Background: an optimization exercise with open tools, aiming at small area and a short achievable clock period. Do not read the settings as production practice. Where RTL was checked, it was by simulation tests only, not by an equivalence proof against the original.

// FPU
module FPU(clk, A, B, opcode, O, flags);
	input clk;
	input [31:0] A, B;
	input [1:0] opcode;
	output [31:0] O;
	output [6:0] flags;
	wire az = ~|A[30:23];
	wire bz = ~|B[30:23];
	wire [7:0]  ea = {A[30:24], A[23] | az};
	wire [7:0]  eb = {B[30:24], B[23] | bz};
	wire [23:0] ma = {~az, A[22:0]};
	wire [23:0] mb = {~bz, B[22:0]};
	wire sx = A[31];
	wire sy = B[31] ^ opcode[0];
	wire [30:0] cmp_x = B[30:0];
	wire [30:0] cmp_y = ~A[30:0];
	wire [30:0] c_g = cmp_x & cmp_y;
	wire [30:0] c_p = cmp_x ^ cmp_y;
	wire c_G0_m1 = c_g[0] | (c_p[0] & 1'b1);
	wire c_G2_1 = c_g[2] | (c_p[2] & c_g[1]);
	wire c_P2_1 = c_p[2] & c_p[1];
	wire c_G4_3 = c_g[4] | (c_p[4] & c_g[3]);
	wire c_P4_3 = c_p[4] & c_p[3];
	wire c_G6_5 = c_g[6] | (c_p[6] & c_g[5]);
	wire c_P6_5 = c_p[6] & c_p[5];
	wire c_G8_7 = c_g[8] | (c_p[8] & c_g[7]);
	wire c_P8_7 = c_p[8] & c_p[7];
	wire c_G10_9 = c_g[10] | (c_p[10] & c_g[9]);
	wire c_P10_9 = c_p[10] & c_p[9];
  ...
For scale: ~3,200 cells after synthesis, about 6 flip-flops, roughly 110 I/O pins, about 22,000 um2 of cells after synthesis.
Settings: LEC_CHECK=0, ABC_AREA=1, CAP_MARGIN=20, CORE_MARGIN=2, CORE_UTILIZATION=55, SETUP_SLACK_MARGIN=4, SLEW_MARGIN=20, SYNTH_HIERARCHICAL=1, SYNTH_MINIMUM_KEEP_SIZE=0; clock period 21.0 ns.
run.sh (not shown) runs the stock make flow with config.mk's settings and CLKGATE_MAP_FILE= SYNTH_SCRIPT=/design/flow/synth_recipe.tcl, a recipe that flattens the netlist after the stock synthesis.
==> next run, changes <==
- SETUP_SLACK_MARGIN: 4 -> default
Die area is unchanged.
Hold slack improved by 210 ps.
Final area came out lower by 10%.
Utilization came out lower by 7.0 points.
Global-route usage came out lower by 3.1 points.
Via count came out lower by 5.7%.
Wire length came out lower by 8.2%.
==> next run, changes <==
- SETUP_SLACK_MARGIN: default -> 2
What happened: Fmax grows by 6.6%. Worst setup slack gains 1200 ps. Cell area grows by 2.5%. Routed wire length grows by 1.9%. Cell count grows by 0.96%. Core utilization grows by 1.5 points. Critical path depth shrinks by 11. Area after synthesis is unchanged. Global-route usage grows by 0.29 points.

Setup of try-violet:
FPU, a different RTL version from the one above (not shown whole).
For scale: ~6 flip-flops, about 22000 um^2 of cells after synthesis.
export LEC_CHECK = 0
export ABC_AREA = 1
export CAP_MARGIN = 20
export CORE_MARGIN = 2
export CORE_UTILIZATION = 65
export SETUP_SLACK_MARGIN = 3
export SLEW_MARGIN = 20
export SYNTH_HIERARCHICAL = 1
export SYNTH_MINIMUM_KEEP_SIZE = 0
create_clock -name core_clock -period 21.0 [get_ports {clk}]
standard.sh (not shown) runs the stock make flow with config.mk's settings and CLKGATE_MAP_FILE= SYNTH_SCRIPT=/design/flow/synth_recipe.tcl, a recipe that flattens the netlist after the stock synthesis.
==> flow/flow/run.sh <==
#!/bin/bash
# Layout flow: the standard flow (standard.sh: ORFS synthesis to the
# final layout), with the input and output port buffers taken from
# sky130_fd_sc_hd__buf_4 instead of the cell buffer_ports picks by itself.
# ORFS writes each step's log under orfs/logs; make's own output goes to
# standard.log here.
set -euo pipefail
bash standard.sh BUFFER_PORTS_ARGS="-buffer_cell sky130_fd_sc_hd__buf_4" finish > standard.log 2>&1
try-violet has completed all stages; timing, DRC and antenna checks passed.
Here is what was changed in the inputs of try-amber compared with try-violet.
Settings: a change of CORE_UTILIZATION from 65 to 50; a change of CAP_MARGIN from 20 to 5; a change of SLEW_MARGIN from 20 to 5.
--- outcome ---
Via count, try-amber vs try-violet: down by a few percent. Comparing try-amber with try-violet, the routed wire length came out essentially unchanged. Of the two values seen for slowest stage cell on the critical path, sky130_fd_sc_hd__inv_2 was produced by try-amber and sky130_fd_sc_hd__fa_1 by try-violet. Global-route usage over all layers (lower): try-amber.
Here is what was changed in the inputs of try-lagoon compared with try-amber.
Settings: SLEW_MARGIN changed from 5 to 20; SETUP_SLACK_MARGIN changed from 3 to 5; CAP_MARGIN changed from 5 to 20.
==> results.txt <==
Worst hold margin on try-lagoon is behind try-amber. Summary of try-lagoon over try-amber: count of clock buffers in the final design stayed essentially flat; final critical delay including setup and external delays fell by 1.40 ns; data arrival at the endpoint of the critical path fell by 1.39 ns.
The inputs of try-xenon differ from those of try-lagoon as listed below.
Settings: SETUP_SLACK_MARGIN changed from 5 to 4.
==> flow/flow/run.sh <==
#!/bin/bash
# Layout flow: the standard flow (standard.sh: ORFS synthesis to the
# final layout), with the input and output port buffers taken from
# sky130_fd_sc_hd__buf_2 instead of the cell buffer_ports picks by itself.
# ORFS writes each step's log under orfs/logs; make's own output goes to
# standard.log here.
set -euo pipefail
bash standard.sh BUFFER_PORTS_ARGS="-buffer_cell sky130_fd_sc_hd__buf_2" finish > standard.log 2>&1
==> comparison <==
As of try-xenon, final wirelength had fallen by a little under 10% compared to try-lagoon. Measured against try-xenon, the via count of try-lagoon comes out at 1.07 times the reference value. Row layout overhead on the synthesized area: try-xenon lower / try-lagoon higher. Between try-lagoon and try-xenon, the detailed-route wire length on metal 1 is higher for try-lagoon. Arrival time at the worst endpoint was higher in the run labelled try-xenon. try-xenon -> try-lagoon: total number of tap cells delta 0, exact match. try-xenon has met1 track demand over resource below what try-lagoon had.
### try-xenon -> try-garnet
Settings: SETUP_SLACK_MARGIN now 3, was 4.
==> flow/flow/run.sh <==
#!/bin/bash
# Layout flow: the standard flow (standard.sh: ORFS synthesis to the
# final layout), with the input and output port buffers taken from
# sky130_fd_sc_hd__buf_4 instead of the cell buffer_ports picks by itself.
# ORFS writes each step's log under orfs/logs; make's own output goes to
# standard.log here.
set -euo pipefail
bash standard.sh BUFFER_PORTS_ARGS="-buffer_cell sky130_fd_sc_hd__buf_4" finish > standard.log 2>&1
--- outcome ---
Delta (try-garnet minus try-xenon): smallest setup slack after layout decreased 0.85 ns.
Lower actual slew at the worst max-slew pin goes to try-garnet over try-xenon.
The post-synthesis to final-layout area growth in try-garnet sits 2.7 points below the value recorded for try-xenon.

FPU again, from the RTL that the note above started with.
## FPU
module FPU(clk, A, B, opcode, O, flags);
	input clk;
	input [31:0] A, B;
	input [1:0] opcode;
	output [31:0] O;
	output [6:0] flags;
	wire az = ~|A[30:23];
	wire bz = ~|B[30:23];
	wire [7:0]  ea = {A[30:24], A[23] | az};
	wire [7:0]  eb = {B[30:24], B[23] | bz};
	wire [23:0] ma = {~az, A[22:0]};
	wire [23:0] mb = {~bz, B[22:0]};
	wire sx = A[31];
	wire sy = B[31] ^ opcode[0];
	wire [30:0] cmp_x = B[30:0];
	wire [30:0] cmp_y = ~A[30:0];
	wire [30:0] c_g = cmp_x & cmp_y;
	wire [30:0] c_p = cmp_x ^ cmp_y;
	wire c_G0_m1 = c_g[0] | (c_p[0] & 1'b1);
	wire c_G2_1 = c_g[2] | (c_p[2] & c_g[1]);
	wire c_P2_1 = c_p[2] & c_p[1];
	wire c_G4_3 = c_g[4] | (c_p[4] & c_g[3]);
	wire c_P4_3 = c_p[4] & c_p[3];
	wire c_G6_5 = c_g[6] | (c_p[6] & c_g[5]);
	wire c_P6_5 = c_p[6] & c_p[5];
	wire c_G8_7 = c_g[8] | (c_p[8] & c_g[7]);
	wire c_P8_7 = c_p[8] & c_p[7];
	wire c_G10_9 = c_g[10] | (c_p[10] & c_g[9]);
	wire c_P10_9 = c_p[10] & c_p[9];
	wire c_G12_11 = c_g[12] | (c_p[12] & c_g[11]);
	wire c_P12_11 = c_p[12] & c_p[11];
	wire c_G14_13 = c_g[14] | (c_p[14] & c_g[13]);
	wire c_P14_13 = c_p[14] & c_p[13];
	wire c_G16_15 = c_g[16] | (c_p[16] & c_g[15]);
	wire c_P16_15 = c_p[16] & c_p[15];
	wire c_G18_17 = c_g[18] | (c_p[18] & c_g[17]);
	wire c_P18_17 = c_p[18] & c_p[17];
	wire c_G20_19 = c_g[20] | (c_p[20] & c_g[19]);
	wire c_P20_19 = c_p[20] & c_p[19];
	wire c_G22_21 = c_g[22] | (c_p[22] & c_g[21]);
	wire c_P22_21 = c_p[22] & c_p[21];
	wire c_G24_23 = c_g[24] | (c_p[24] & c_g[23]);
	wire c_P24_23 = c_p[24] & c_p[23];
	wire c_G26_25 = c_g[26] | (c_p[26] & c_g[25]);
	wire c_P26_25 = c_p[26] & c_p[25];
	wire c_G28_27 = c_g[28] | (c_p[28] & c_g[27]);
	wire c_P28_27 = c_p[28] & c_p[27];
	wire c_G30_29 = c_g[30] | (c_p[30] & c_g[29]);
	wire c_P30_29 = c_p[30] & c_p[29];
	wire c_G2_m1 = c_G2_1 | (c_P2_1 & c_G0_m1);
	wire c_G6_3 = c_G6_5 | (c_P6_5 & c_G4_3);
	wire c_P6_3 = c_P6_5 & c_P4_3;
	wire c_G10_7 = c_G10_9 | (c_P10_9 & c_G8_7);
	wire c_P10_7 = c_P10_9 & c_P8_7;
	wire c_G14_11 = c_G14_13 | (c_P14_13 & c_G12_11);
	wire c_P14_11 = c_P14_13 & c_P12_11;
	wire c_G18_15 = c_G18_17 | (c_P18_17 & c_G16_15);
	wire c_P18_15 = c_P18_17 & c_P16_15;
  ...
export LEC_CHECK = 0
export ABC_AREA = 1
export CAP_MARGIN = 20
export CORE_MARGIN = 2
export CORE_UTILIZATION = 50
export SETUP_SLACK_MARGIN = 4.5
export SLEW_MARGIN = 20
export SYNTH_HIERARCHICAL = 1
export SYNTH_MINIMUM_KEEP_SIZE = 0
create_clock -name core_clock -period 21.0 [get_ports {clk}]
==> flow/flow/run.sh <==
#!/bin/bash
# Layout flow: the standard flow (standard.sh: ORFS synthesis to the
# final layout), with the input and output port buffers taken from
# sky130_fd_sc_hd__buf_2 instead of the cell buffer_ports picks by itself.
# ORFS writes each step's log under orfs/logs; make's own output goes to
# standard.log here.
set -euo pipefail
bash standard.sh BUFFER_PORTS_ARGS="-buffer_cell sky130_fd_sc_hd__buf_2" finish > standard.log 2>&1
Then changed:
==> flow/flow/run.sh (replaced) <==
#!/bin/bash
# Layout flow: the standard flow (standard.sh: ORFS synthesis to the
# final layout) with two changes: synthesis maps with an area-oriented ABC
# script (flow/synth.tcl), and the input and output port buffers are
# sky130_fd_sc_hd__buf_4 instead of the cell buffer_ports picks by itself.
# ORFS writes each step's log under orfs/logs; make's own output goes to
# standard.log here.
set -euo pipefail
here=$(pwd)
bash standard.sh SYNTH_SCRIPT="$here/flow/synth.tcl" BUFFER_PORTS_ARGS="-buffer_cell sky130_fd_sc_hd__buf_4" finish > standard.log 2>&1
==> flow/flow/abc_area_nodelay.script (new file) <==
strash
dch
map -a
topo
stime -c
buffer -c
upsize -c
dnsize -c
==> flow/flow/synth.tcl (new file) <==
# synth_recipe.tcl (the standard synthesis: ORFS synth.tcl without the
# fsm and share passes, then flatten and rename), with ORFS's ABC area
# script replaced by flow/abc_area_nodelay.script (area-oriented mapping
# without ORFS's delay bound).
set my_dir [file dirname [file normalize [info script]]]
set f [open $::env(SCRIPTS_DIR)/synth.tcl]; set synth_txt [read $f]; close $f
set pre "source \$::env(SCRIPTS_DIR)/synth_preamble.tcl"
set synth_txt [string map [list $pre "$pre\nset abc_args \[lreplace \$abc_args 1 1 [file join $my_dir abc_area_nodelay.script]\]"] $synth_txt]
set f [open [file join $my_dir .. synth_recipe.tcl]]; set my_txt [read $f]; close $f
set my_txt [string map [list "source \$::env(SCRIPTS_DIR)/synth.tcl" "eval \$synth_txt"] $my_txt]
eval $my_txt
- SETUP_SLACK_MARGIN: 4.5 -> 3
What happened: Final area shrinks by 6.1%; maximum frequency shrinks by 7.6%; sequential share of layout area stays flat; hold slack gains 0.0086 ns; final cell count goes down by about 11%; global-route usage decreases by 0.79 points.
Then changed:
==> flow/flow/run.sh (replaced) <==
#!/bin/bash
# Layout flow: the standard flow (standard.sh: ORFS synthesis to the
# final layout), with the input and output port buffers taken from
# sky130_fd_sc_hd__buf_2 instead of the cell buffer_ports picks by itself.
# ORFS writes each step's log under orfs/logs; make's own output goes to
# standard.log here.
set -euo pipefail
bash standard.sh BUFFER_PORTS_ARGS="-buffer_cell sky130_fd_sc_hd__buf_2" finish > standard.log 2>&1
removed: flow/flow/abc_area_nodelay.script
removed: flow/flow/synth.tcl
Effect:
- The changed run completed without violations
- cell area is lower by 2.0%
- sequential share of layout area hardly moves
- clock-buffer cell count stays the same
- non-clock buffer count is lower by 92
- via count is higher by 4.9%
- sequential cell count stays the same
- routed wire length is higher by 5.5%
- synthesized area is higher by 6.3%
- utilization is lower by 5.1 points
Then changed:
- SETUP_SLACK_MARGIN: 3 -> 2
Effect: The new run completed without violations; synthesized cell count does not change; synthesized area stays the same; clock-buffer cell count is unchanged; sequential cell count does not change; non-clock buffer count went down by 12; first-iteration DRC count is lower by 5.4%; via count barely changes.

Setup of exp/amber:
Another version of the RTL of FPU (not shown whole).
Size: roughly 3400 cells after synthesis, ~110 I/O pins, about 25000 um^2 of cells after synthesis.
Settings: LEC_CHECK=0, ABC_AREA=1, CAP_MARGIN=20, CORE_MARGIN=2, CORE_UTILIZATION=55, SLEW_MARGIN=20, SYNTH_HIERARCHICAL=1, SYNTH_MINIMUM_KEEP_SIZE=0; clock period 21.0 ns.
run.sh (not shown) runs the stock make flow with config.mk's settings and CLKGATE_MAP_FILE= SYNTH_SCRIPT=/design/flow/synth_recipe.tcl, a recipe that flattens the netlist after the stock synthesis.
Stock flow here: none of the scripts above is used.
For exp/garnet, these inputs were changed with respect to exp/amber:
Settings: an added SETUP_SLACK_MARGIN of 3.
Notes after the runs:
| core utilization | lower: exp/amber |
Measured against each other, exp/garnet and exp/amber differ in worst-case headroom to the max-slew limit, the lower figure coming from exp/amber.
As far as tap cell instance count goes, exp/amber and exp/garnet are indistinguishable; the numbers are identical.
~same sequential share of layout area in exp/garnet and exp/amber
Of exp/garnet and exp/amber, exp/amber shows the lower final routed wire length divided by cell count, with exp/garnet above it.
No run of this note included a check of the RTL's function; only the layout flow was run.

== the baseline ==
Another version of the RTL of FPU (not shown whole).
Size: ~3,200 cells after synthesis, about 6 flip-flops, ~110 I/O pins, about 22,000 um2 of cells after synthesis.
export LEC_CHECK = 0
export ABC_AREA = 1
export CAP_MARGIN = 20
export CORE_MARGIN = 2
export CORE_UTILIZATION = 50
export SETUP_SLACK_MARGIN = 3
export SLEW_MARGIN = 20
export SYNTH_HIERARCHICAL = 1
export SYNTH_MINIMUM_KEEP_SIZE = 0
create_clock -name core_clock -period 21.0 [get_ports {clk}]
standard.sh (not shown) runs the stock make flow with config.mk's settings and CLKGATE_MAP_FILE= SYNTH_SCRIPT=/design/flow/synth_recipe.tcl, a recipe that flattens the netlist after the stock synthesis.
==> flow/flow/run.sh <==
#!/bin/bash
# Layout flow: the standard flow (standard.sh: ORFS synthesis to the
# final layout), with the input and output port buffers taken from
# sky130_fd_sc_hd__buf_2 instead of the cell buffer_ports picks by itself.
# ORFS writes each step's log under orfs/logs; make's own output goes to
# standard.log here.
set -euo pipefail
bash standard.sh BUFFER_PORTS_ARGS="-buffer_cell sky130_fd_sc_hd__buf_2" finish > standard.log 2>&1
Every stage of the flow completed for the baseline, and the final layout passed the timing, design-rule and antenna checks.
The inputs of the candidate differ from those of the baseline as listed below.
Settings: swapping 3 for 4 in SETUP_SLACK_MARGIN.
--- outcome ---
- Going from the baseline to the candidate, number of nets in the final layout grew slightly.
- Relative area of clock buffers and inverters in the final design: the candidate vs the baseline, no meaningful difference
- The candidate against the baseline: number of detailed-route iterations in the first pass rose 3, sum of routed wire length over all layers rose 0.97%.
No run of this note included a check of the RTL's function; only the layout flow was run.

[re-timing with driven ports]
How much do the figures lean on ideal ports? The routed layouts below were timed once more, with nothing changed but the port constraints.
Step 1 (the two cells are an assumption about what drives the block):
set clk [get_ports {clk}]
set_driving_cell -lib_cell sky130_fd_sc_hd__clkbuf_16 $clk
set_driving_cell -lib_cell sky130_fd_sc_hd__buf_2 [delete_from_list [all_inputs] $clk]
Step 2 moves the port delays by t, midway between the first and last clock arrival at a register: inputs arrive t later, outputs are due t later. That takes back most of the time a late clock gives input paths.
a / b / c = ideal / step 1 / step 2; a / b = the first two.
run | t (ns) | setup WS [ns] | worst setup path at the end
the first run of note 1 | 0.271 | 4.180 / 4.150 / 4.150 | input to output
the second run of note 1 | 0.266 | 1.112 / 1.083 / 1.083 | input to output
the third run of note 1 | 0.270 | 2.340 / 2.313 / 2.313 | input to output
try-violet | 0.259 | 3.299 / 3.276 / 3.276 | input to output
try-amber | 0.263 | 3.565 / 3.534 / 3.534 | input to output
try-lagoon | 0.260 | 4.964 / 4.911 / 4.911 | input to output
try-xenon | 0.261 | 4.419 / 4.396 / 4.396 | input to output
try-garnet | 0.263 | 3.565 / 3.534 / 3.534 | input to output
the first run of note 3 | 0.263 | 4.749 / 4.722 / 4.722 | input to output
the second run of note 3 | 0.258 | 3.418 / 3.384 / 3.384 | input to output
the third run of note 3 | 0.262 | 3.474 / 3.456 / 3.456 | input to output
the fourth run of note 3 | 0.261 | 2.752 / 2.732 / 2.732 | input to output
exp/amber | 0.279 | 0.951 / 0.915 / 0.915 | input to output
exp/garnet | 0.278 | 3.246 / 3.221 / 3.221 | input to output
the baseline | 0.272 | 3.324 / 3.296 / 3.296 | input to output
the candidate | 0.276 | 4.328 / 4.296 / 4.296 | input to output
After both steps every run listed still meets setup and hold. The setup slack of try-lagoon, which loses most, moves by -0.053 ns with the drivers and by -0.053 ns with both steps.
